Source: an optimization exercise on an open RTL-to-GDS flow (aim: small area, a short achievable clock period and few clock cycles). Production flows keep margins and buffers that such runs may drop.
In this exercise RTL edits were held to simulation tests only and were not proved equivalent to the original.
Power figures rest on the tool's default switching activity, not on a simulated workload.

`flow/config.mk`:
```
export PLATFORM = sky130hd
export DESIGN_NAME = CHIP
export DESIGN_NICKNAME = CHIP
export VERILOG_FILES = /design/flow/design.v
export SDC_FILE = /design/flow/constraint.sdc
export NUM_CORES = 4
export LEC_CHECK = 0
export CAP_MARGIN = 20
export CORE_MARGIN = 2
export CORE_UTILIZATION = 40
export PLACE_DENSITY = 0.6
export SETUP_SLACK_MARGIN = 4
export SLEW_MARGIN = 20
```
`flow/constraint.sdc`:
```
create_clock -name core_clock -period 10.0 [get_ports {clk}]
set_input_delay 2.0000 -clock core_clock [delete_from_list [all_inputs] [get_ports {clk}]]
set_output_delay 2.0000 -clock core_clock [all_outputs]
set_load 0.01 [all_outputs]
```
`flow/design.v`:
```
module CHIP (	clk,
				rst_n,
				mem_read_D,
				mem_write_D,
				mem_addr_D,
				mem_wdata_D,
				mem_rdata_D,
				mem_ready_D,
				mem_read_I,
				mem_write_I,
				mem_addr_I,
				mem_wdata_I,
				mem_rdata_I,
				mem_ready_I,
				DCACHE_addr,
				DCACHE_wdata,
				DCACHE_wen
			);
input			clk, rst_n;
output			mem_read_D;
output			mem_write_D;
output	[31:4]	mem_addr_D;
output	[127:0]	mem_wdata_D;
input	[127:0]	mem_rdata_D;
input			mem_ready_D;
output			mem_read_I;
output			mem_write_I;
output	[31:4]	mem_addr_I;
output	[127:0]	mem_wdata_I;
input	[127:0]	mem_rdata_I;
input			mem_ready_I;
output	[29:0]	DCACHE_addr;
output	[31:0]	DCACHE_wdata;
output			DCACHE_wen;
wire [29:0] if_pc;
wire        if_hit;
wire [31:0] if_word;
wire        d_ren;
wire [31:0] d_rdata;
wire        d_stall;
wire [3:0]  d_nset;
wire        ld_kill, ld_pend, ld_done, ld_busy;
wire [31:0] ld_ddata;
	RISCV_Pipeline i_RISCV(
		.clk        (clk),
		.rst_n      (rst_n),
		.if_pc      (if_pc),
		.if_hit     (if_hit),
		.if_word    (if_word),
		.d_ren      (d_ren),
		.d_wen      (DCACHE_wen),
		.d_addr     (DCACHE_addr),
		.d_nset     (d_nset),
		.d_wdata    (DCACHE_wdata),
		.d_rdata    (d_rdata),
		.d_stall    (d_stall),
		.ld_kill    (ld_kill),
		.ld_pend    (ld_pend),
		.ld_done    (ld_done),
		.ld_ddata   (ld_ddata),
		.ld_busy    (ld_busy)
	);
	cache D_cache(
		.clk        (clk),
		.rst_n      (rst_n),
		.proc_read  (d_ren),
		.proc_write (DCACHE_wen),
		.proc_addr  (DCACHE_addr),
		.proc_nset  (d_nset),
		.proc_wdata (DCACHE_wdata),
		.proc_rdata (d_rdata),
		.proc_stall (d_stall),
		.ld_kill    (ld_kill),
		.ld_pend    (ld_pend),
		.ld_done    (ld_done),
		.ld_ddata   (ld_ddata),
		.ld_busy    (ld_busy),
		.mem_read   (mem_read_D),
		.mem_write  (mem_write_D),
		.mem_addr   (mem_addr_D),
		.mem_wdata  (mem_wdata_D),
		.mem_rdata  (mem_rdata_D),
		.mem_ready  (mem_ready_D)
	);
	cache_read_only I_cache(
		.clk        (clk),
		.rst_n      (rst_n),
		.pc         (if_pc),
		.hit        (if_hit),
		.word       (if_word),
		.mem_read   (mem_read_I),
		.mem_addr   (mem_addr_I),
		.mem_rdata  (mem_rdata_I),
		.mem_ready  (mem_ready_I)
	);
	assign mem_write_I = 1'b0;
	assign mem_wdata_I = 128'd0;
endmodule
module RISCV_Pipeline(
    input              clk,
    input              rst_n,
    output     [29:0]  if_pc,
    input              if_hit,
    input      [31:0]  if_word,
    output             d_ren,
    output             d_wen,
    output     [29:0]  d_addr,
    output     [3:0]   d_nset,      
    output     [31:0]  d_wdata,
    input      [31:0]  d_rdata,
    input              d_stall,
    input              ld_kill,     
    input              ld_pend,     
    input              ld_done,     
    input      [31:0]  ld_ddata,
    output             ld_busy      
);
    localparam OP_LUI = 5'b01101;
    wire freeze = d_stall;
    integer k;
    reg  [29:0] pc;
    assign if_pc = pc;
    wire [31:0] if_inst = {if_word[7:0], if_word[15:8], if_word[23:16], if_word[31:24]};
    reg         d_v;
    reg  [31:0] d_inst;
    reg  [29:0] d_pc;
    reg         e_v;
    reg  [29:0] e_pc;
    reg  [31:0] e_a, e_b, e_imm;
    reg  [4:0]  e_rd;
    reg         e_we, e_ld, e_st, e_br, e_jal, e_jalr, e_pt;
    reg  [2:0]  e_f3;
    reg         e_f7;        
    reg  [3:0]  e_fam, e_fbm;    
    reg  [3:0]  e_fym;           
    reg  [31:0] e_y;
    reg         e_sub;
    reg         m_we, m_ld, m_st;
    reg  [4:0]  m_rd;
    reg  [31:0] m_res;
    reg  [31:0] m_sd;
    reg         w_we;
    reg  [4:0]  w_rd;
    reg  [31:0] w_res;
    wire [4:0] op  = d_inst[6:2];
    wire [4:0] rs1 = d_inst[19:15];
    wire [4:0] rs2 = d_inst[24:20];
    wire [4:0] rd  = d_inst[11:7];
    wire is_r    = (op == 5'b01100);
    wire is_i    = (op == 5'b00100);
    wire is_ld   = (op == 5'b00000);
    wire is_st   = (op == 5'b01000);
    wire is_br   = (op == 5'b11000);
    wire is_jal  = (op == 5'b11011);
    wire is_jalr = (op == 5'b11001);
    wire we      = (is_r | is_i | is_ld | is_jal | is_jalr) && (rd != 5'd0);
    wire use1    = is_r | is_i | is_ld | is_st | is_br | is_jalr;
    wire use2    = is_r | is_st | is_br;
    reg [31:0] imm;
    always @(*) begin
        if (is_st)       imm = {{21{d_inst[31]}}, d_inst[30:25], d_inst[11:7]};
        else if (is_br)  imm = {{20{d_inst[31]}}, d_inst[7], d_inst[30:25], d_inst[11:8], 1'b0};
        else if (is_jal) imm = {{12{d_inst[31]}}, d_inst[19:12], d_inst[20], d_inst[30:21], 1'b0};
        else             imm = {{21{d_inst[31]}}, d_inst[30:20]};
    end
    wire [31:0] rf_a, rf_b;
    wire        rf_we = w_we || pw_v;
    wire [4:0]  rf_wa = w_we ? w_rd : pw_rd;
    wire [31:0] rf_wd = w_we ? w_res : pw_d;
    register_file rf(
        .clk(clk), .rst_n(rst_n),
        .we(rf_we), .wa(rf_wa), .wd(rf_wd),
        .ra(rs1), .rb(rs2), .da(rf_a), .db(rf_b)
    );
    wire [31:0] m_ldv = {d_rdata[7:0], d_rdata[15:8], d_rdata[23:16], d_rdata[31:24]};
    wire [31:0] w_nxt = m_ld ? m_ldv : m_res;
    wire        fm1  = m_we && !m_ld && m_rd == rs1;
    wire        fm2  = m_we && !m_ld && m_rd == rs2;
    wire [31:0] id_a = fm1 ? m_res : (w_we && w_rd == rs1) ? w_res : rf_a;
    wire [31:0] id_b = fm2 ? m_res : (w_we && w_rd == rs2) ? w_res : rf_b;
    wire sub_d = (is_r && d_inst[30] && d_inst[14:12] == 3'b000) ||
                 ((is_r || is_i) && d_inst[14:12] == 3'b010);
    reg         pw_v;
    reg  [4:0]  pl_rd, pw_rd;
    reg  [31:0] pw_d;
    assign ld_busy = pw_v;
    wire [4:0] sb_rd  = ld_kill ? m_rd : pl_rd;
    wire       sb_act = (ld_pend || pw_v) && sb_rd != 5'd0;
    wire sb_stall = sb_act && ((use1 && rs1 == sb_rd) || (use2 && rs2 == sb_rd) ||
                               (we && rd == sb_rd));
    wire ld_stall = d_v && ((e_v && e_ld && e_we &&
                    ((use1 && e_rd == rs1) || (use2 && e_rd == rs2))) ||
                    (m_ld && m_we && ((use1 && m_rd == rs1) || (use2 && m_rd == rs2))) ||
                    sb_stall);
    wire same     = (rs1 == rs2);
    wire pred_t   = is_jal || (is_br && (same ? !d_inst[12] : (d_inst[31] || d_inst[12])));
    wire [29:0] id_tgt = d_pc + imm[31:2];
    reg  [31:0] fa, fb;
    always @(*) begin
        for (k = 0; k < 4; k = k + 1) begin
            fa[8*k +: 8] = e_fam[k] ? m_res[8*k +: 8] : e_a[8*k +: 8];
            fb[8*k +: 8] = e_fbm[k] ? m_res[8*k +: 8] : e_b[8*k +: 8];
        end
    end
    wire [31:0] x  = fa;
    reg  [31:0] yy;
    always @(*) begin
        for (k = 0; k < 4; k = k + 1)
            yy[8*k +: 8] = e_fym[k] ? (m_res[8*k +: 8] ^ {8{e_sub}}) : e_y[8*k +: 8];
    end
    wire [31:0] y  = yy;     
    reg  [31:0] pg, pp, sum;
    integer dd;
    always @(*) begin
        pg = x & yy;
        pp = x ^ yy;
        pg[0] = pg[0] | (pp[0] & e_sub);
        for (dd = 1; dd < 32; dd = dd * 2)
            for (k = 31; k >= dd; k = k - 1) begin
                pg[k] = pg[k] | (pp[k] & pg[k-dd]);
                pp[k] = pp[k] & pp[k-dd];
            end
        sum = (x ^ yy) ^ {pg[30:0], e_sub};
    end
    wire [7:0]  lsum = x[7:0] + e_imm[7:0];          
    assign d_nset = lsum[7:4];
    wire        lt   = (x[31] ^ yy[31] ^ e_sub) ? x[31] : sum[31];
    wire        shl  = (e_f3 == 3'b001);
    reg  [31:0] xr;
    always @(*) for (k = 0; k < 32; k = k + 1) xr[k] = x[31-k];
    wire [31:0] sin  = shl ? xr : x;
    wire        sfill = e_f7 & x[31] & !shl;
    wire [31:0] sr   = $signed({sfill, sin}) >>> y[4:0];
    reg  [31:0] srr;
    always @(*) for (k = 0; k < 32; k = k + 1) srr[k] = sr[31-k];
    wire [31:0] shv  = shl ? srr : sr;
    reg [31:0] alu;
    always @(*) begin
        case (e_f3)
            3'b000: alu = sum;
            3'b001: alu = shv;
            3'b010: alu = {31'd0, lt};
            3'b100: alu = x ^ y;
            3'b101: alu = shv;
            3'b110: alu = x | y;
            3'b111: alu = x & y;
            default: alu = sum;
        endcase
    end
    wire        use_alu = !(e_ld || e_st || e_jalr || e_jal);
    wire [29:0] e_pc4   = e_pc + 30'd1;
    wire [31:0] e_res   = (e_jal || e_jalr) ? {e_pc4, 2'b00} :
                          use_alu ? alu : sum;
    wire        eq      = (fa == fb);
    wire        taken   = eq ^ e_f3[0];
    wire [29:0] e_btgt  = e_pc + e_imm[31:2];
    wire        br_mis  = e_v && e_br && (taken != e_pt);
    wire        ex_redir = br_mis || (e_v && e_jalr);
    wire [29:0] ex_tgt  = e_jalr ? sum[31:2] : (taken ? e_btgt : e_pc4);
    assign d_ren   = m_ld;
    assign d_wen   = m_st;
    assign d_addr  = m_res[31:2];
    assign d_wdata = m_sd;
    wire id_adv   = !ld_stall;                       
    wire id_redir = d_v && pred_t && id_adv;         
    always @(posedge clk or negedge rst_n) begin
        if (!rst_n) begin
            pc  <= 30'd0;
            d_v <= 1'b0;
            e_v <= 1'b0;
            e_we <= 1'b0; e_ld <= 1'b0; e_st <= 1'b0; e_br <= 1'b0;
            e_jal <= 1'b0; e_jalr <= 1'b0;
            m_we <= 1'b0; m_ld <= 1'b0; m_st <= 1'b0;
            w_we <= 1'b0;
        end else if (!freeze) begin
            if (ex_redir) begin
                pc  <= ex_tgt;
                d_v <= 1'b0;
            end else if (ld_stall) begin
            end else if (id_redir) begin
                pc  <= id_tgt;
                d_v <= 1'b0;
            end else begin
                d_v <= if_hit;
                if (if_hit) pc <= pc + 30'd1;
            end
            if (ex_redir || ld_stall || !d_v) begin
                e_v <= 1'b0;
                e_we <= 1'b0; e_ld <= 1'b0; e_st <= 1'b0; e_br <= 1'b0;
                e_jal <= 1'b0; e_jalr <= 1'b0;
            end else begin
                e_v <= 1'b1;
                e_we <= we; e_ld <= is_ld; e_st <= is_st; e_br <= is_br;
                e_jal <= is_jal; e_jalr <= is_jalr;
            end
            m_we <= e_we; m_ld <= e_ld; m_st <= e_st;
            w_we <= m_we && !ld_kill;
        end
    end
    reg  pl_dead;
    wire w_pl = w_we && w_rd == pl_rd;
    always @(posedge clk or negedge rst_n) begin
        if (!rst_n) begin
            pw_v    <= 1'b0;
            pl_dead <= 1'b0;
        end else begin
            if (ld_kill) pl_dead <= 1'b0;
            else if (ld_pend && w_pl) pl_dead <= 1'b1;
            if (ld_done) pw_v <= ld_kill || !(pl_dead || w_pl);
            else if (!w_we || w_rd == pw_rd) pw_v <= 1'b0;
        end
    end
    always @(posedge clk) begin
        if (ld_kill && !freeze) pl_rd <= m_rd;
        if (ld_done) begin
            pw_rd <= sb_rd;
            pw_d  <= {ld_ddata[7:0], ld_ddata[15:8], ld_ddata[23:16], ld_ddata[31:24]};
        end
    end
    always @(posedge clk) begin
        if (!freeze) begin
            if (!ld_stall) begin
                d_inst <= if_inst;
                d_pc   <= pc;
            end
            e_pc  <= d_pc;
            e_a   <= id_a;
            e_b   <= id_b;
            e_imm <= imm;
            e_rd  <= rd;
            e_pt  <= pred_t;
            e_f3  <= d_inst[14:12];
            e_f7  <= d_inst[30];
            e_fam <= {4{e_we && e_rd == rs1}};
            e_fbm <= {4{e_we && e_rd == rs2}};
            e_fym <= {4{e_we && e_rd == rs2 && (is_r || is_br)}};
            e_y   <= (is_r || is_br ? id_b : imm) ^ {32{sub_d}};
            e_sub <= sub_d;
            m_rd  <= e_rd;
            m_res <= e_res;
            m_sd  <= {fb[7:0], fb[15:8], fb[23:16], fb[31:24]};
            w_rd  <= m_rd;
            w_res <= w_nxt;
        end
    end
endmodule
module register_file(
    input         clk,
    input         rst_n,
    input         we,
    input  [4:0]  wa,
    input  [31:0] wd,
    input  [4:0]  ra,
    input  [4:0]  rb,
    output [31:0] da,
    output [31:0] db
);
    reg [31:0] r [1:31];
    reg [31:1] ok;
    wire [31:0] okx = {ok, 1'b0};
    assign da = okx[ra] ? r[ra] : 32'd0;
    assign db = okx[rb] ? r[rb] : 32'd0;
    always @(posedge clk or negedge rst_n) begin
        if (!rst_n) ok <= 31'd0;
        else if (we && wa != 5'd0) ok[wa] <= 1'b1;
    end
    always @(posedge clk) begin
        if (we && wa != 5'd0) r[wa] <= wd;
    end
endmodule
module cache #(
    parameter IW = 2             
)(
    input              clk,
    input              rst_n,
    input              proc_read,
    input              proc_write,
    input      [29:0]  proc_addr,
    input      [3:0]   proc_nset,    
    input      [31:0]  proc_wdata,
    output     [31:0]  proc_rdata,
    output             proc_stall,
    output             ld_kill,
    output             ld_pend,
    output             ld_done,
    output     [31:0]  ld_ddata,
    input              ld_busy,
    output             mem_read,
    output             mem_write,
    output     [27:0]  mem_addr,
    output     [127:0] mem_wdata,
    input      [127:0] mem_rdata,
    input              mem_ready
);
    localparam S  = 1 << IW;
    localparam N  = 2 * S;           
    localparam TW = 28 - IW;
    integer i, j;
    reg [31:0]   data  [0:N-1][0:3];
    reg [TW-1:0] tag   [0:N-1];
    reg [N-1:0]  valid, dirty;
    reg [3:0]    wv    [0:N-1];
    reg [S-1:0]  lru;                
    wire [27:0]   line = proc_addr[29:2];
    wire [1:0]    wsel = proc_addr[1:0];
    wire [IW-1:0] set  = line[IW-1:0];
    wire [IW:0]   l0   = {1'b0, set};
    wire [IW:0]   l1   = {1'b1, set};
    reg  [TW-1:0] mt0, mt1;
    reg           mv0, mv1;
    wire          h0   = mv0 && (mt0 == line[27:IW]);
    wire          h1   = mv1 && (mt1 == line[27:IW]);
    wire          tmatch = h0 || h1;
    wire [IW:0]   hl   = {h1, set};                  
    wire          vw   = lru[set];
    wire [IW:0]   vl   = {vw, set};                  
    wire [3:0]    wvi  = h1 ? wv[l1] : wv[l0];
    wire          acc  = proc_read || proc_write;
    wire [IW:0]   al   = tmatch ? hl : vl;           
    reg          rd_act, wr_act;
    reg          pf_v, pf_iss;       
    reg  [27:0]  pf_addr;
    reg  [IW:0]  pf_l;
    reg  [127:0] wbuf;
    reg  [27:0]  waddr;
    reg          wbuf_v;
    reg          vc_v;               
    reg  [IW:0]  vc_l;
    reg           sp_v;
    reg  [IW:0]   sp_l;
    reg  [1:0]    sp_w;
    reg  [31:0]   sp_d;
    wire          sp_hit = sp_v && sp_l == hl && sp_w == wsel;
    wire [31:0]   rd0 = data[l0][wsel];
    wire [31:0]   rd1 = data[l1][wsel];
    wire          fwd_fill = rd_act && mem_ready;
    wire [31:0]   rdm = mem_rdata[32*wsel +: 32];
    assign proc_rdata = !wvi[wsel] ? rdm : sp_hit ? sp_d : (h1 ? rd1 : rd0);
    wire vict_dirty = valid[vl] && dirty[vl];
    wire alloc      = acc && !tmatch && !pf_v && !(vict_dirty && wbuf_v) &&
                      !(sp_v && sp_l == vl);
    wire ld_ok      = tmatch && wvi[wsel];
    wire alloc_ok   = !pf_v && !(vict_dirty && wbuf_v) && !(sp_v && sp_l == vl);
    reg          dl_v, dl_cur;
    reg  [1:0]   dl_w;
    wire         defer = proc_read && !dl_v && !ld_busy &&
                         (tmatch ? (!wvi[wsel] && !fwd_fill) : alloc);
    assign ld_kill  = dl_cur;
    assign ld_pend  = dl_v;
    assign ld_done  = dl_v && rd_act && mem_ready;
    assign ld_ddata = mem_rdata[32*dl_w +: 32];
    wire          wv0s = wv[l0][wsel];
    wire          wv1s = wv[l1][wsel];
    wire          st_h0 = proc_read && !wv0s && !fwd_fill;
    wire          st_h1 = proc_read && !wv1s && !fwd_fill;
    wire          st_m  = proc_read || (proc_write && !alloc_ok);
    assign proc_stall = !dl_cur && ((h0 && st_h0) || (h1 && st_h1) || (!h0 && !h1 && st_m));
    wire [IW-1:0] sset = proc_stall ? set : proc_nset[IW-1:0];
    wire [IW:0]   s0 = {1'b0, sset};
    wire [IW:0]   s1 = {1'b1, sset};
    wire st_do      = proc_write && (tmatch || alloc);
    wire rdone   = rd_act && mem_ready;
    wire wdone   = wr_act && mem_ready;
    wire free    = !(rd_act || wr_act) || mem_ready;
    wire [27:0] rd_line = pf_v ? pf_addr : line;
    wire rd_want = (pf_v && !pf_iss) || alloc;
    wire rd_ok   = !wbuf_v || wdone || (waddr != rd_line);
    wire go_rd   = free && rd_want && rd_ok;
    wire go_wr   = free && !go_rd && wbuf_v && !wdone;
    assign mem_read  = rd_act;
    assign mem_write = wr_act;
    reg  [27:0] maddr;
    assign mem_addr  = maddr;
    assign mem_wdata = wbuf;
    always @(posedge clk or negedge rst_n) begin
        if (!rst_n) begin
            rd_act <= 1'b0;
            wr_act <= 1'b0;
            wbuf_v <= 1'b0;
            pf_v   <= 1'b0;
            pf_iss <= 1'b0;
            sp_v   <= 1'b0;
            vc_v   <= 1'b0;
            valid  <= {N{1'b0}};
            dirty  <= {N{1'b0}};
            lru    <= {S{1'b0}};
            mv0    <= 1'b0;
            mv1    <= 1'b0;
            dl_v   <= 1'b0;
            dl_cur <= 1'b0;
        end else begin
            dl_cur <= defer;
            if (defer) dl_v <= 1'b1;
            else if (ld_done) dl_v <= 1'b0;
            mv0 <= (alloc && vl == s0) || valid[s0];
            mv1 <= (alloc && vl == s1) || valid[s1];
            if (free) begin
                rd_act <= go_rd;
                wr_act <= go_wr;
            end
            if (go_rd) pf_iss <= 1'b1;
            if (wdone) wbuf_v <= 1'b0;
            if (rdone) begin
                pf_v   <= 1'b0;
                pf_iss <= 1'b0;
            end
            sp_v <= st_do;
            vc_v <= alloc && vict_dirty;
            if (acc && (tmatch || alloc)) lru[set] <= !al[IW];
            if (alloc) begin
                pf_v <= 1'b1;
                valid[vl] <= 1'b1;
                dirty[vl] <= proc_write;
                if (vict_dirty) wbuf_v <= 1'b1;
            end else if (st_do) begin
                dirty[hl] <= 1'b1;
            end
        end
    end
    always @(posedge clk) begin
        mt0 <= (alloc && vl == s0) ? line[27:IW] : tag[s0];
        mt1 <= (alloc && vl == s1) ? line[27:IW] : tag[s1];
        if (defer) dl_w <= wsel;
        if (go_rd) maddr <= rd_line;
        else if (go_wr) maddr <= waddr;
        if (alloc) begin
            pf_addr  <= line;
            pf_l     <= vl;
            tag[vl]  <= line[27:IW];
            waddr    <= {tag[vl], set};
            vc_l     <= vl;
        end
        if (vc_v)
            wbuf <= {data[vc_l][3], data[vc_l][2], data[vc_l][1], data[vc_l][0]};
        if (st_do) begin
            sp_l <= al;
            sp_w <= wsel;
            sp_d <= proc_wdata;
        end
        for (i = 0; i < N; i = i + 1) begin
            for (j = 0; j < 4; j = j + 1) begin
                if (st_do && al == i && wsel == j)
                    wv[i][j] <= 1'b1;
                else if (alloc && vl == i)
                    wv[i][j] <= 1'b0;
                else if (rdone && pf_l == i)
                    wv[i][j] <= 1'b1;
                if (sp_v && sp_l == i && sp_w == j)
                    data[i][j] <= sp_d;
                else if (rdone && pf_l == i && !wv[i][j])
                    data[i][j] <= mem_rdata[32*j +: 32];
            end
        end
    end
endmodule
module cache_read_only #(
    parameter IW = 3,            
    parameter PD = 3,            
    parameter PTB = 4            
)(
    input              clk,
    input              rst_n,
    input      [29:0]  pc,
    output             hit,
    output     [31:0]  word,
    output             mem_read,
    output     [27:0]  mem_addr,
    input      [127:0] mem_rdata,
    input              mem_ready
);
    localparam N  = 1 << IW;
    localparam TW = 28 - IW;
    reg [127:0]  data  [0:N-1];
    reg [TW-1:0] tag   [0:N-1];
    reg [N-1:0]  valid;
    wire [27:0]   line = pc[29:2];
    wire [IW-1:0] idx  = line[IW-1:0];
    reg          act;
    reg  [27:0]  maddr;
    wire         done = act && mem_ready;
    wire chit = valid[idx] && (tag[idx] == line[27:IW]);
    wire byp  = done && maddr == line;
    assign hit  = chit || byp;
    wire [127:0] ld = byp ? mem_rdata : data[idx];
    assign word = ld[pc[1:0]*32 +: 32];
    wire         free = !act || mem_ready;
    reg  [27:0] pline;
    reg         phit;
    always @(posedge clk) begin
        pline <= line;
        phit  <= hit;
    end
    wire [27:0] l1 = pline + 28'd1;
    wire [27:0] l2 = pline + 28'd2;
    wire [27:0] l3 = pline + 28'd3;
    wire [IW-1:0] i1 = l1[IW-1:0];
    wire [IW-1:0] i2 = l2[IW-1:0];
    wire [IW-1:0] i3 = l3[IW-1:0];
    wire [IW+PTB-1:0] mlow = maddr[IW+PTB-1:0];
    wire p0 = phit || (done && maddr == pline);
    wire p1 = (valid[i1] && tag[i1][PTB-1:0] == l1[IW+PTB-1:IW]) || (done && mlow == l1[IW+PTB-1:0]);
    wire p2 = (PD < 2) || (valid[i2] && tag[i2][PTB-1:0] == l2[IW+PTB-1:IW]) || (done && mlow == l2[IW+PTB-1:0]);
    wire p3 = (PD < 3) || (valid[i3] && tag[i3][PTB-1:0] == l3[IW+PTB-1:IW]) || (done && mlow == l3[IW+PTB-1:0]);
    wire         want = !p0 || !p1 || !p2 || !p3;
    wire [27:0]  nxt  = !p0 ? pline : !p1 ? l1 : !p2 ? l2 : l3;
    assign mem_read = act;
    assign mem_addr = maddr;
    always @(posedge clk or negedge rst_n) begin
        if (!rst_n) begin
            act   <= 1'b0;
            valid <= {N{1'b0}};
        end else begin
            if (free) act <= want;
            if (done) valid[maddr[IW-1:0]] <= 1'b1;
        end
    end
    always @(posedge clk) begin
        if (free && want)
            maddr <= nxt;
        if (done) begin
            data[maddr[IW-1:0]] <= mem_rdata;
            tag[maddr[IW-1:0]]  <= maddr[27:IW];
        end
    end
endmodule
```
`flow/run.sh`:
```
#!/bin/bash
# synth_recipe.tcl (not shown) runs the flow's synth.tcl, then flattens the netlist and writes it again
# the make line also repeats each setting of config.mk as NAME=value (left out here)
make -C /OpenROAD-flow-scripts/flow DESIGN_CONFIG=/design/flow/config.mk WORK_HOME=/design/flow/orfs CLKGATE_MAP_FILE= SYNTH_SCRIPT=/design/flow/synth_recipe.tcl finish
```
==> results.tsv, run 1 <==
metric	value	unit
tritoncts	done	
synth_area_per_cell	15.2	sq um
cts.sinks	4218	
vias	138763	
wl_per_cell	36.8	microns
dr.pass1.iters	14	
status	timing/DRC/antenna clean	
drv_slew	0	
maxCapViolCount	0	
layout.nets	14331	
wl	783000	microns
total_leakage_power	77.7	nW
yosysWarnings	6	
async_flop_share	0.0273	
yosysSeqAreaShare	0.600	
skew	0.161	ns
ant_nets	0	
crit_type	reg -> reg	
fillers	45287	
crit_chain	buf_6 -> inv_1 -> ha_1 -> buf_4 -> or3_1 -> a21oi_4 -> buf_4 -> a21oi_1 -> and4_1 -> nand4_1 -> o221a_2 -> mux2i_1 -> a21oi_1 -> mux2_2	
yosysTopAreaCellShare	0.580	
worstMarginPinSlew	1.34	ns
synthTopCellsByArea	edfxtp_1 58%, mux4_2 12%, mux2_2 6.5%	
core-area	0.520	sq mm
max_freq	163	MHz
synth-main-ff-cell	edfxtp_1	
worstSetupStartpoint	i_RISCV.m_res[5]$_DFFE_PN_	
cts_root_buf	clkbuf_16	
drc	0	
h-tree-depth	5	
chipHeight	726	microns
synth_cell_type_count	95	
r2r_slack	3.87	ns
r2r_end	i_RISCV.w_res[14]$_DFFE_PN_	
crit_slowest_cell	a21oi_1	
clk_pin_slew	0.06	ns
syn_inst	13710	
relSlewSlack	0.0982	
antenna_found_initial	134	
fp-row-count	265	
drt_iter0_drc	20137	
synth.cell_area	0.209	sq mm
grt_pass1_vias	133670	
start_kind	flip-flop	
arrival	7.01	ns
critical_path.top_delay_family	compound AO/OA/AOI/OAI gates	
min_path_type	reg -> reg	
setup_tns	0	ns
crit_path_end	i_RISCV.w_res[14]$_DFFE_PN_	
dieWidth	726	microns
power	0.0393	W
start_util	0.401	
overflow	0	
regArea	0.125	sq mm
area_growth	13.5	%
numCtsBuffers	449	
cpPeakStageDelay	0.92	ns
synth_top_area_cell	edfxtp_1	
multiInputGateArea	0.0789	sq mm
crit_path_max_fanout	33	
cts_max_path_buffers	4	
final_common_cell	edfxtp_1	
hpwl	472000	microns
vias_per_cell	6.51	
hold_violations	0	
rr_worst_depth	14	
io_buffers	501	
required	10.88	ns
power_density	166	mW/mm^2
grt_first_pass_wirelength	1080000	microns
cp_num_cells	14	
worstSetupEndpointType	flip-flop	
fin_crit	6.13	ns
setup_viol	0	
r2r-start	i_RISCV.m_res[5]$_DFFE_PN_	
worstHoldPathCells	0	
rsz0062_at_grt	no	
post-route-period-util	0.613	
synth_edf_count	4030	
layout_common_cells	4,030 x edfxtp_1, 1,210 x mux2_2, 1,073 x mux4_2	
grt_max_degree	133	
grt_usage	0.287	
peakVddDrop	0.162	mV
place.gp.congestion	0.959	
postSynthRegisterBits	4218	
dieArea	0.528	sq mm
worstSkewPairLatency	1.06	ns
whs	0.463	ns
crit_buf_inv	4	
io_pins	639	
final_layout_size_suffix_gt1_frac	0.253	
[registers in the layout, summed over array words and instances, names as in the netlist, 128 cells and up, named ones only]
signal and cells:
I_cache.tag 200, i_RISCV.rf.r 992, D_cache.wbuf 128, D_cache.data 1024, I_cache.data 960, D_cache.tag 208
[power by group]
group | internal [W] | switching, W | leakage [nW]
clock network | 0.00936 | 0.00740 | 7.09
registers | 0.0195 | 0.000209 | 39.3
logic | 0.00110 | 0.00175 | 31.3
total | 0.0299 | 0.00936 | 77.7
[layer usage]
| layer | vias up | share of wire | track usage |
|---|---|---|---|
| met5 | - | 0.0016 | 0.00562 |
| li1 | 55393 | - | - |
| met2 | 9671 | 0.43 | 0.426 |
| met3 | 2574 | 0.13 | 0.0929 |
| met1 | 71007 | 0.37 | 0.369 |
| met4 | 118 | 0.073 | 0.171 |
[worst min path at each step]
stage,slack (ns),startpoint,endpoint
2_1_floorplan,0.36,i_RISCV.pc[4]$_DFFE_PN0P_,I_cache.pline[2]$_DFF_P_
3_3_place_gp,0.44,i_RISCV.d_pc[15]$_DFFE_PP_,i_RISCV.e_pc[15]$_DFFE_PN_
3_5_place_dp,0.45,i_RISCV.d_pc[13]$_DFFE_PP_,i_RISCV.e_pc[13]$_DFFE_PN_
4_1_cts,0.46,i_RISCV.d_pc[0]$_DFFE_PP_,i_RISCV.e_pc[0]$_DFFE_PN_
5_1_grt,0.47,i_RISCV.d_pc[10]$_DFFE_PP_,i_RISCV.e_pc[10]$_DFFE_PN_
6_report,0.46,i_RISCV.d_pc[13]$_DFFE_PP_,i_RISCV.e_pc[13]$_DFFE_PN_
[metrics by stage]
step | worst slack [ns] | utilization | cell area, sq um | std cells
global route | 4.00 | 0.455 | 237000 | 21252
finish | 3.87 | 0.456 | 237000 | 21306
global placement | 3.55 | 0.427 | 222000 | 20394
floorplan | 3.38 | - | 209000 | 13838
CTS | 3.95 | 0.455 | 237000 | 21230
detailed placement | 3.52 | 0.427 | 222000 | 20396
[area by class of cell]
type	instances	share of cell area
Tap cell	6942	0.0367
Sequential cell	4218	0.529
Timing Repair Buffer	909	0.0360
Clock buffer	552	0.0495
Clock inverter	281	0.0120
Inverter	173	0.00280
Antenna cell	71	0.000750
Multi-Input combinational cell	8160	0.333
[Yosys cell counts (all sizes together) (34+ instances only)]
| library cell | instances |
|---|---|
| mux2i | 577 |
| dfrtp | 115 |
| buf | 490 |
| and3 | 61 |
| o211ai | 87 |
| mux2 | 1211 |
| dfxtp | 73 |
| a22o | 175 |
| nand4 | 185 |
| xnor2 | 357 |
| o21a | 34 |
| a222oi | 38 |
| nand2 | 472 |
| nor3 | 94 |
| nand3 | 178 |
| nor2b | 45 |
| clkbuf | 797 |
| nor4 | 46 |
| a21oi | 533 |
| o22ai | 57 |
| a31oi | 68 |
| edfxtp | 4030 |
| nor2 | 716 |
| a21o | 109 |
| xor2 | 201 |
| a221oi | 183 |
| inv | 166 |
| nand2b | 43 |
| o21ai | 260 |
| a22oi | 589 |
| a211oi | 74 |
| mux4 | 1073 |
| ha | 156 |
[cells by family after synthesis]
| group | synth area share |
|---|---|
| AO/OA/AOI/OAI | 0.0829 |
| other | 0.0000180 |
| flip-flops | 0.600 |
| buffers and inverters | 0.0298 |
| XOR/XNOR | 0.0234 |
| adder cells (fa/ha/maj) | 0.00973 |
| multiplexers | 0.209 |
| AND/OR/NAND/NOR | 0.0447 |
[timing repair]
item,CTS,global route
hold buffers,0,0
setup endpoints to repair,124,111
pin swaps,0,0
gates resized for setup,7,6
gates cloned,0,0
buffers inserted,1,0
Testbench counts, summed over its fixed seeds: cycles 14,694.
==> inputs of run 2 (changes only) <==
--- a/flow/design.v
+++ b/flow/design.v
@@ -37,2 +37,3 @@
 wire [31:0] if_word;
+wire        if_ptk;
 wire        d_ren;
@@ -49,2 +50,3 @@
 		.if_word    (if_word),
+		.if_ptk     (if_ptk),
 		.d_ren      (d_ren),
@@ -90,2 +92,3 @@
 		.word       (if_word),
+		.ptk        (if_ptk),
 		.mem_read   (mem_read_I),
@@ -104,2 +107,3 @@
     input      [31:0]  if_word,
+    input              if_ptk,
     output             d_ren,
@@ -123,3 +127,13 @@
     wire [31:0] if_inst = {if_word[7:0], if_word[15:8], if_word[23:16], if_word[31:24]};
+    wire        fj    = if_inst[3];                  
+    wire [8:0]  foff  = fj ? if_inst[30:22] : {if_inst[30:25], if_inst[11:9]};
+    wire        ffits = fj ? (&{if_inst[31], if_inst[19:12], if_inst[20], if_inst[30]} ||
+                              !(|{if_inst[31], if_inst[19:12], if_inst[20], if_inst[30]}))
+                           : (&{if_inst[31], if_inst[7], if_inst[30]} ||
+                              !(|{if_inst[31], if_inst[7], if_inst[30]}));
+    wire [9:0]  fsum  = {1'b0, pc[8:0]} + {1'b0, foff};
+    wire        f_pred = if_ptk && ffits && (fsum[9] == if_inst[31]);
+    wire [29:0] f_tgt = {pc[29:9], fsum[8:0]};
     reg         d_v;
+    reg         d_fp;        
     reg  [31:0] d_inst;
@@ -128,3 +142,4 @@
     reg  [29:0] e_pc;
-    reg  [31:0] e_a, e_b, e_imm;
+    reg  [31:0] e_a, e_b;
+    reg  [12:0] e_imm;           
     reg  [4:0]  e_rd;
@@ -255,3 +270,3 @@
     wire        taken   = eq ^ e_f3[0];
-    wire [29:0] e_btgt  = e_pc + e_imm[31:2];
+    wire [29:0] e_btgt  = e_pc + {{19{e_imm[12]}}, e_imm[12:2]};
     wire        br_mis  = e_v && e_br && (taken != e_pt);
@@ -264,3 +279,3 @@
     wire id_adv   = !ld_stall;                       
-    wire id_redir = d_v && pred_t && id_adv;         
+    wire id_redir = d_v && pred_t && !d_fp && id_adv;    
     always @(posedge clk or negedge rst_n) begin
@@ -273,3 +288,2 @@
             m_we <= 1'b0; m_ld <= 1'b0; m_st <= 1'b0;
-            w_we <= 1'b0;
         end else if (!freeze) begin
@@ -284,3 +298,3 @@
                 d_v <= if_hit;
-                if (if_hit) pc <= pc + 30'd1;
+                if (if_hit) pc <= f_pred ? f_tgt : pc + 30'd1;
             end
@@ -296,5 +310,12 @@
             m_we <= e_we; m_ld <= e_ld; m_st <= e_st;
-            w_we <= m_we && !ld_kill;
         end
     end
+    always @(posedge clk or negedge rst_n) begin
+        if (!rst_n) w_we <= 1'b0;
+        else        w_we <= m_we && !ld_kill && !freeze;
+    end
+    always @(posedge clk) begin
+        w_rd  <= m_rd;
+        w_res <= w_nxt;
+    end
     reg  pl_dead;
@@ -324,2 +345,3 @@
                 d_pc   <= pc;
+                d_fp   <= f_pred;
             end
@@ -328,3 +350,3 @@
             e_b   <= id_b;
-            e_imm <= imm;
+            e_imm <= imm[12:0];
             e_rd  <= rd;
@@ -341,4 +363,2 @@
             m_sd  <= {fb[7:0], fb[15:8], fb[23:16], fb[31:24]};
-            w_rd  <= m_rd;
-            w_res <= w_nxt;
         end
@@ -398,3 +418,3 @@
     integer i, j;
-    reg [31:0]   data  [0:N-1][0:3];
+    reg [31:0]   data  [0:4*N-1];    
     reg [TW-1:0] tag   [0:N-1];
@@ -416,3 +436,2 @@
     wire [IW:0]   vl   = {vw, set};                  
-    wire [3:0]    wvi  = h1 ? wv[l1] : wv[l0];
     wire          acc  = proc_read || proc_write;
@@ -428,2 +447,5 @@
     reg  [IW:0]  vc_l;
+    reg  [3:0]    mwv0, mwv1;        
+    wire          wv0s = mwv0[wsel];
+    wire          wv1s = mwv1[wsel];
     reg           sp_v;
@@ -432,8 +454,11 @@
     reg  [31:0]   sp_d;
-    wire          sp_hit = sp_v && sp_l == hl && sp_w == wsel;
-    wire [31:0]   rd0 = data[l0][wsel];
-    wire [31:0]   rd1 = data[l1][wsel];
+    wire          sp0 = sp_v && sp_l == l0 && sp_w == wsel;
+    wire          sp1 = sp_v && sp_l == l1 && sp_w == wsel;
+    wire [31:0]   rd0 = data[{l0, wsel}];
+    wire [31:0]   rd1 = data[{l1, wsel}];
     wire          fwd_fill = rd_act && mem_ready;
     wire [31:0]   rdm = mem_rdata[32*wsel +: 32];
-    assign proc_rdata = !wvi[wsel] ? rdm : sp_hit ? sp_d : (h1 ? rd1 : rd0);
+    wire [31:0]   rw0 = !wv0s ? rdm : sp0 ? sp_d : rd0;
+    wire [31:0]   rw1 = !wv1s ? rdm : sp1 ? sp_d : rd1;
+    assign proc_rdata = h1 ? rw1 : rw0;
     wire vict_dirty = valid[vl] && dirty[vl];
@@ -441,3 +466,2 @@
                       !(sp_v && sp_l == vl);
-    wire ld_ok      = tmatch && wvi[wsel];
     wire alloc_ok   = !pf_v && !(vict_dirty && wbuf_v) && !(sp_v && sp_l == vl);
@@ -446,3 +470,3 @@
     wire         defer = proc_read && !dl_v && !ld_busy &&
-                         (tmatch ? (!wvi[wsel] && !fwd_fill) : alloc);
+                         (tmatch ? (!(h1 ? wv1s : wv0s) && !fwd_fill) : alloc);
     assign ld_kill  = dl_cur;
@@ -451,4 +475,2 @@
     assign ld_ddata = mem_rdata[32*dl_w +: 32];
-    wire          wv0s = wv[l0][wsel];
-    wire          wv1s = wv[l1][wsel];
     wire          st_h0 = proc_read && !wv0s && !fwd_fill;
@@ -457,5 +479,2 @@
     assign proc_stall = !dl_cur && ((h0 && st_h0) || (h1 && st_h1) || (!h0 && !h1 && st_m));
-    wire [IW-1:0] sset = proc_stall ? set : proc_nset[IW-1:0];
-    wire [IW:0]   s0 = {1'b0, sset};
-    wire [IW:0]   s1 = {1'b1, sset};
     wire st_do      = proc_write && (tmatch || alloc);
@@ -490,3 +509,5 @@
             dl_cur <= 1'b0;
+            ta_v   <= 1'b0;
         end else begin
+            ta_v   <= alloc;
             dl_cur <= defer;
@@ -494,4 +515,4 @@
             else if (ld_done) dl_v <= 1'b0;
-            mv0 <= (alloc && vl == s0) || valid[s0];
-            mv1 <= (alloc && vl == s1) || valid[s1];
+            mv0 <= proc_stall ? ((alloc && vl == l0) || valid[l0]) : ((alloc && vl == n0) || valid[n0]);
+            mv1 <= proc_stall ? ((alloc && vl == l1) || valid[l1]) : ((alloc && vl == n1) || valid[n1]);
             if (free) begin
@@ -519,5 +540,38 @@
     end
+    reg [3:0] wv_n [0:N-1];
+    always @(*) begin
+        for (i = 0; i < N; i = i + 1)
+            for (j = 0; j < 4; j = j + 1) begin
+                if (st_do && al == i && wsel == j)
+                    wv_n[i][j] = 1'b1;
+                else if (alloc && vl == i)
+                    wv_n[i][j] = 1'b0;
+                else if (rdone && pf_l == i)
+                    wv_n[i][j] = 1'b1;
+                else
+                    wv_n[i][j] = wv[i][j];
+            end
+    end
+    reg           ta_v;
+    reg  [IW:0]   ta_l;
+    reg  [TW-1:0] ta_t;
+    wire [IW-1:0] nset = proc_nset[IW-1:0];
+    wire [IW:0]   n0 = {1'b0, nset};
+    wire [IW:0]   n1 = {1'b1, nset};
+    wire [TW-1:0] tvS0 = (ta_v && ta_l == l0) ? ta_t : tag[l0];
+    wire [TW-1:0] tvS1 = (ta_v && ta_l == l1) ? ta_t : tag[l1];
+    wire [TW-1:0] tvN0 = (ta_v && ta_l == n0) ? ta_t : tag[n0];
+    wire [TW-1:0] tvN1 = (ta_v && ta_l == n1) ? ta_t : tag[n1];
+    wire [TW-1:0] mtS0 = (alloc && vl == l0) ? line[27:IW] : tvS0;
+    wire [TW-1:0] mtS1 = (alloc && vl == l1) ? line[27:IW] : tvS1;
+    wire [TW-1:0] mtN0 = (alloc && vl == n0) ? line[27:IW] : tvN0;
+    wire [TW-1:0] mtN1 = (alloc && vl == n1) ? line[27:IW] : tvN1;
     always @(posedge clk) begin
-        mt0 <= (alloc && vl == s0) ? line[27:IW] : tag[s0];
-        mt1 <= (alloc && vl == s1) ? line[27:IW] : tag[s1];
+        mt0  <= proc_stall ? mtS0 : mtN0;
+        mt1  <= proc_stall ? mtS1 : mtN1;
+        mwv0 <= proc_stall ? wv_n[{1'b0, set}] : wv_n[{1'b0, nset}];
+        mwv1 <= proc_stall ? wv_n[{1'b1, set}] : wv_n[{1'b1, nset}];
+        ta_l <= vl;
+        ta_t <= line[27:IW];
+        if (ta_v) tag[ta_l] <= ta_t;
         if (defer) dl_w <= wsel;
@@ -528,3 +582,2 @@
             pf_l     <= vl;
-            tag[vl]  <= line[27:IW];
             waddr    <= {tag[vl], set};
@@ -533,3 +586,3 @@
         if (vc_v)
-            wbuf <= {data[vc_l][3], data[vc_l][2], data[vc_l][1], data[vc_l][0]};
+            wbuf <= {data[{vc_l, 2'd3}], data[{vc_l, 2'd2}], data[{vc_l, 2'd1}], data[{vc_l, 2'd0}]};
         if (st_do) begin
@@ -541,12 +594,7 @@
             for (j = 0; j < 4; j = j + 1) begin
-                if (st_do && al == i && wsel == j)
-                    wv[i][j] <= 1'b1;
-                else if (alloc && vl == i)
-                    wv[i][j] <= 1'b0;
-                else if (rdone && pf_l == i)
-                    wv[i][j] <= 1'b1;
+                wv[i][j] <= wv_n[i][j];
                 if (sp_v && sp_l == i && sp_w == j)
-                    data[i][j] <= sp_d;
+                    data[4*i+j] <= sp_d;
                 else if (rdone && pf_l == i && !wv[i][j])
-                    data[i][j] <= mem_rdata[32*j +: 32];
+                    data[4*i+j] <= mem_rdata[32*j +: 32];
             end
@@ -558,3 +606,3 @@
     parameter PD = 3,            
-    parameter PTB = 4            
+    parameter LT = 4             
 )(
@@ -565,2 +613,3 @@
     output     [31:0]  word,
+    output             ptk,         
     output             mem_read,
@@ -571,6 +620,8 @@
     localparam N  = 1 << IW;
-    localparam TW = 28 - IW;
+    localparam RB = 28 - IW - LT;
     reg [127:0]  data  [0:N-1];
-    reg [TW-1:0] tag   [0:N-1];
+    reg [LT-1:0] tag   [0:N-1];
+    reg [RB-1:0] region;
     reg [N-1:0]  valid;
+    reg [3:0]    pt    [0:N-1];   
     wire [27:0]   line = pc[29:2];
@@ -580,3 +631,3 @@
     wire         done = act && mem_ready;
-    wire chit = valid[idx] && (tag[idx] == line[27:IW]);
+    wire chit = valid[idx] && (tag[idx] == line[IW+LT-1:IW]) && (region == line[27:IW+LT]);
     wire byp  = done && maddr == line;
@@ -585,2 +636,14 @@
     assign word = ld[pc[1:0]*32 +: 32];
+    wire [3:0] ptl = pt[idx];
+    assign ptk  = chit && ptl[pc[1:0]];
+    function pred;
+        input [31:0] w;      
+        reg   [31:0] ins;
+        begin
+            ins  = {w[7:0], w[15:8], w[23:16], w[31:24]};
+            pred = (ins[6:2] == 5'b11011) ||
+                   ((ins[6:2] == 5'b11000) &&
+                    ((ins[19:15] == ins[24:20]) ? !ins[12] : (ins[31] || ins[12])));
+        end
+    endfunction
     wire         free = !act || mem_ready;
@@ -598,7 +661,7 @@
     wire [IW-1:0] i3 = l3[IW-1:0];
-    wire [IW+PTB-1:0] mlow = maddr[IW+PTB-1:0];
+    wire [IW+LT-1:0] mlow = maddr[IW+LT-1:0];
     wire p0 = phit || (done && maddr == pline);
-    wire p1 = (valid[i1] && tag[i1][PTB-1:0] == l1[IW+PTB-1:IW]) || (done && mlow == l1[IW+PTB-1:0]);
-    wire p2 = (PD < 2) || (valid[i2] && tag[i2][PTB-1:0] == l2[IW+PTB-1:IW]) || (done && mlow == l2[IW+PTB-1:0]);
-    wire p3 = (PD < 3) || (valid[i3] && tag[i3][PTB-1:0] == l3[IW+PTB-1:IW]) || (done && mlow == l3[IW+PTB-1:0]);
+    wire p1 = (l1[27:IW+LT] != region) || (valid[i1] && tag[i1] == l1[IW+LT-1:IW]) || (done && mlow == l1[IW+LT-1:0]);
+    wire p2 = (PD < 2) || (l2[27:IW+LT] != region) || (valid[i2] && tag[i2] == l2[IW+LT-1:IW]) || (done && mlow == l2[IW+LT-1:0]);
+    wire p3 = (PD < 3) || (l3[27:IW+LT] != region) || (valid[i3] && tag[i3] == l3[IW+LT-1:IW]) || (done && mlow == l3[IW+LT-1:0]);
     wire         want = !p0 || !p1 || !p2 || !p3;
@@ -613,3 +676,10 @@
             if (free) act <= want;
-            if (done) valid[maddr[IW-1:0]] <= 1'b1;
+            if (done) begin
+                if (maddr[27:IW+LT] == region) begin
+                    valid[maddr[IW-1:0]] <= 1'b1;
+                end else begin
+                    valid <= {N{1'b0}};
+                    valid[maddr[IW-1:0]] <= 1'b1;
+                end
+            end
         end
@@ -621,3 +691,6 @@
             data[maddr[IW-1:0]] <= mem_rdata;
-            tag[maddr[IW-1:0]]  <= maddr[27:IW];
+            tag[maddr[IW-1:0]]  <= maddr[IW+LT-1:IW];
+            pt[maddr[IW-1:0]]   <= {pred(mem_rdata[127:96]), pred(mem_rdata[95:64]),
+                                    pred(mem_rdata[63:32]), pred(mem_rdata[31:0])};
+            region <= maddr[27:IW+LT];
         end
==> results.tsv, run 2 <==
metric	value	unit
synth_area_per_cell	14.4	sq um
chipHeight	735	microns
vias_per_cell	6.69	
setup_tns	0	ns
crit_chain	buf_4 -> buf_6 -> mux2i_1 -> inv_2 -> xnor2_1 -> o32ai_1 -> or3_1 -> nor4_4 -> nand3_1 -> o41ai_2 -> o41a_2 -> buf_4 -> nor3_4 -> buf_6 -> nor2_4 -> mux2_1	
hold_violations	0	
fin_crit	5.98	ns
power	0.0399	W
grt_usage	0.304	
overflow	0	
worstMarginPinSlew	1.29	ns
wl_per_cell	37.9	microns
relSlewSlack	0.138	
drt_iter0_drc	24032	
clk_pin_slew	0.06	ns
layout.nets	15486	
wirelength_met1	310000	microns
synth_edf_count	3871	
rr_worst_depth	16	
r2r-start	i_RISCV.e_fam[0]$_DFFE_PN_	
r2r_slack	4.02	ns
worstSkewPairLatency	1.15	ns
crit_slowest_cell	o41a_2	
crit_path_end	i_RISCV.pc[11]$_DFFE_PN0P_	
crit_type	reg -> reg	
rsz0062_at_grt	yes	
maxCapViolCount	0	
final_common_cell	edfxtp_1	
place.gp.congestion	0.952	
required	10.97	ns
synth-main-ff-cell	edfxtp_1	
dieArea	0.541	sq mm
final_layout_size_suffix_gt1_frac	0.246	
dieWidth	735	microns
antenna_found_initial	135	
dr.pass1.iters	9	
cts_max_path_buffers	4	
postSynthRegisterBits	4186	
hpwl	519000	microns
crit_path_max_fanout	42	
wl	853000	microns
wl_met2	367000	microns
min_path_type	reg -> reg	
fp-row-count	268	
cpPeakStageDelay	0.64	ns
worstSetupEndpointType	flip-flop	
core-area	0.533	sq mm
skew	0.191	ns
synth_cell_type_count	112	
max_freq	167	MHz
synth_top_area_cell	edfxtp_1	
grt_first_pass_wirelength	1160000	microns
numCtsBuffers	442	
total_leakage_power	80.8	nW
layout_common_cells	3,871 x edfxtp_1, 1,223 x mux2_2, 1,170 x mux4_2	
yosysWarnings	7	
syn_inst	14891	
h-tree-depth	5	
synthTopCellsByArea	edfxtp_1 54%, mux4_2 12%, mux2_2 6.4%	
drc	0	
top_layer_used	met5	
fillers	46757	
synth_most_common_cell	edfxtp_1	
area_growth	13.5	%
io_pins	639	
synth.cell_area	0.214	sq mm
tritoncts	done	
start_util	0.402	
largest_register_ffs	1024	
io_buffers	501	
ant_nets	0	
post-route-period-util	0.598	
yosysTopAreaCellShare	0.543	
status	timing/DRC/antenna clean	
cts.sinks	4186	
grt_pass1_vias	142338	
arrival	6.95	ns
hp-start	i_RISCV.d_pc[3]$_DFFE_PP_	
yosysSeqAreaShare	0.575	
vias	150697	
r2r_end	i_RISCV.pc[11]$_DFFE_PN0P_	
reg.largest.list	D_cache.data (1024), i_RISCV.rf.r (992), I_cache.data (960)	
wl_met3	111000	microns
whs	0.435	ns
setup_viol	0	
peakVddDrop	0.168	mV
power_density	164	mW/mm^2
drv_slew	0	
cts_root_buf	clkbuf_16	
worstSetupStartpoint	i_RISCV.e_fam[0]$_DFFE_PN_	
async_flop_share	0.0277	
grt_max_degree	121	
yosys-top-cells-count	3,871 x edfxtp_1, 1,225 x mux2_2, 1,170 x mux4_2	
largest-register	D_cache.data	
start_kind	flip-flop	
-- run 2: changes by cell type in the layout (fill, tap and decap cells not counted), sizes merged, moves of 123 or more --
cell and delta:
a21oi +199, a22oi -123, dfxtp +126, edfxtp -159
nand2 +168, nor2 +230
-- run 2: routing by layer --
| layer | global-route usage | vias up |
|---|---|---|
| met5 | 0.00397 | - |
| met4 | 0.191 | 76 |
| met3 | 0.0953 | 2936 |
| met2 | 0.446 | 11495 |
| met1 | 0.392 | 76922 |
| li1 | - | 59268 |
-- run 2: worst min path at each step --
| stage | to | slack (ns) | depth (start not counted) |
|---|---|---|---|
| finish | i_RISCV.e_pc[3]$_DFFE_PN_ | 0.44 | 0 |
| global route | i_RISCV.e_pc[3]$_DFFE_PN_ | 0.46 | 0 |
| CTS | i_RISCV.e_pc[3]$_DFFE_PN_ | 0.44 | 0 |
| detailed placement | i_RISCV.e_pc[3]$_DFFE_PN_ | 0.44 | 0 |
| global placement | i_RISCV.e_pc[2]$_DFFE_PN_ | 0.44 | 0 |
| floorplan | I_cache.pline[13]$_DFF_P_ | 0.36 | 0 |
-- run 2: kinds of logic (layout without fill, tap and decap cells) --
logic type / Yosys count / after routing / synth area share
AOI/OAI and AO/OA: 2759 / 2759 / 0.0870
xor gates and xnor gates: 638 / 638 / 0.0261
adders and majority gates: 169 / 169 / 0.0101
buffers and inverters: 1683 / 2086 / 0.0331
DFF: 4186 / 4186 / 0.575
muxes: 2978 / 2978 / 0.215
other: 1 / 224 / 0.0000175
and+or+nand+nor: 2477 / 2479 / 0.0533
-- run 2: through the flow --
stage | util | cells | area (sq um) | setup slack, ns
2_1_floorplan | - | 15019 | 215000 | 2.84
3_3_place_gp | 0.426 | 21571 | 227000 | 1.37
3_5_place_dp | 0.427 | 21573 | 227000 | 1.43
4_1_cts | 0.454 | 22408 | 242000 | 4.01
5_1_grt | 0.455 | 22458 | 243000 | 3.94
6_report | 0.456 | 22539 | 243000 | 4.02
-- run 2: area by class of cell --
cell class                      instances  area (sq um)  share of cell area
Antenna cell                           95           238            0.000979
Clock buffer                          573         12000              0.0493
Clock inverter                        238          2230             0.00920
Inverter                              293          1120             0.00460
Multi-Input combinational cell       9152         85800               0.353
Sequential cell                      4186        123000               0.507
Tap cell                             7020          8780              0.0362
Timing Repair Buffer                  982          9450              0.0389
-- run 2: critical path, delay by kind of cell, from the launching register on --
kind | cells | cell delay, ns
AO/OA/AOI/OAI | 3 | 1.23
XOR/XNOR | 1 | 0.40
buffers and inverters | 5 | 1.51
flip-flops | 1 | 0.35
multiplexers | 2 | 0.87
AND/OR/NAND/NOR | 5 | 1.46
-- run 2: what timing repair did --
item,4_1_cts,5_1_grt
gates resized for setup,33,45
endpoints found under the setup margin,147,178
pin swaps,8,8
hold buffers,0,0
setup buffers,22,18
gates cloned,2,4
-- run 2: power by group --
group / switching, W / internal (W) / total (W) / leakage [nW]
logic: 0.00238 / 0.00132 / 0.00369 / 35.0
clock network: 0.00735 / 0.00917 / 0.0165 / 6.94
registers: 0.000304 / 0.0193 / 0.0196 / 38.9
total: 0.0100 / 0.0298 / 0.0399 / 80.8
Testbench counts of run 2, summed over its fixed seeds: cycles 13,844.

-- port drivers added, routing unchanged --
How much do the figures lean on ideal ports? The routed layouts below were timed once more, with nothing changed but the port constraints.
Step 1 (the two cells are an assumption about what drives the block):
set clk [get_ports {clk}]
set_driving_cell -lib_cell sky130_fd_sc_hd__clkbuf_16 $clk
set_driving_cell -lib_cell sky130_fd_sc_hd__buf_2 [delete_from_list [all_inputs] $clk]
Step 2 also shifts input and output timing later by t, the mid clock arrival at the registers, as if the neighbouring blocks saw the same clock.
Three values: ideal, step 1, step 2; two values: the first two.
run | t, ns | slack for setup (ns) | worst hold slack (ns) | worst register clock-pin slew, ns
run 1 | 1.131 | 3.873 / 3.873 / 3.873 | 0.463 / 0.463 / 0.463 | 0.07 / 0.07
run 2 | 1.151 | 4.022 / 4.022 / 3.147 | 0.435 / 0.435 / 0.435 | 0.07 / 0.07
After both steps setup and hold are still met in every run listed. For run 2, which loses most, drivers alone change the setup slack by 0.000 ns; drivers and shift together by -0.875 ns.
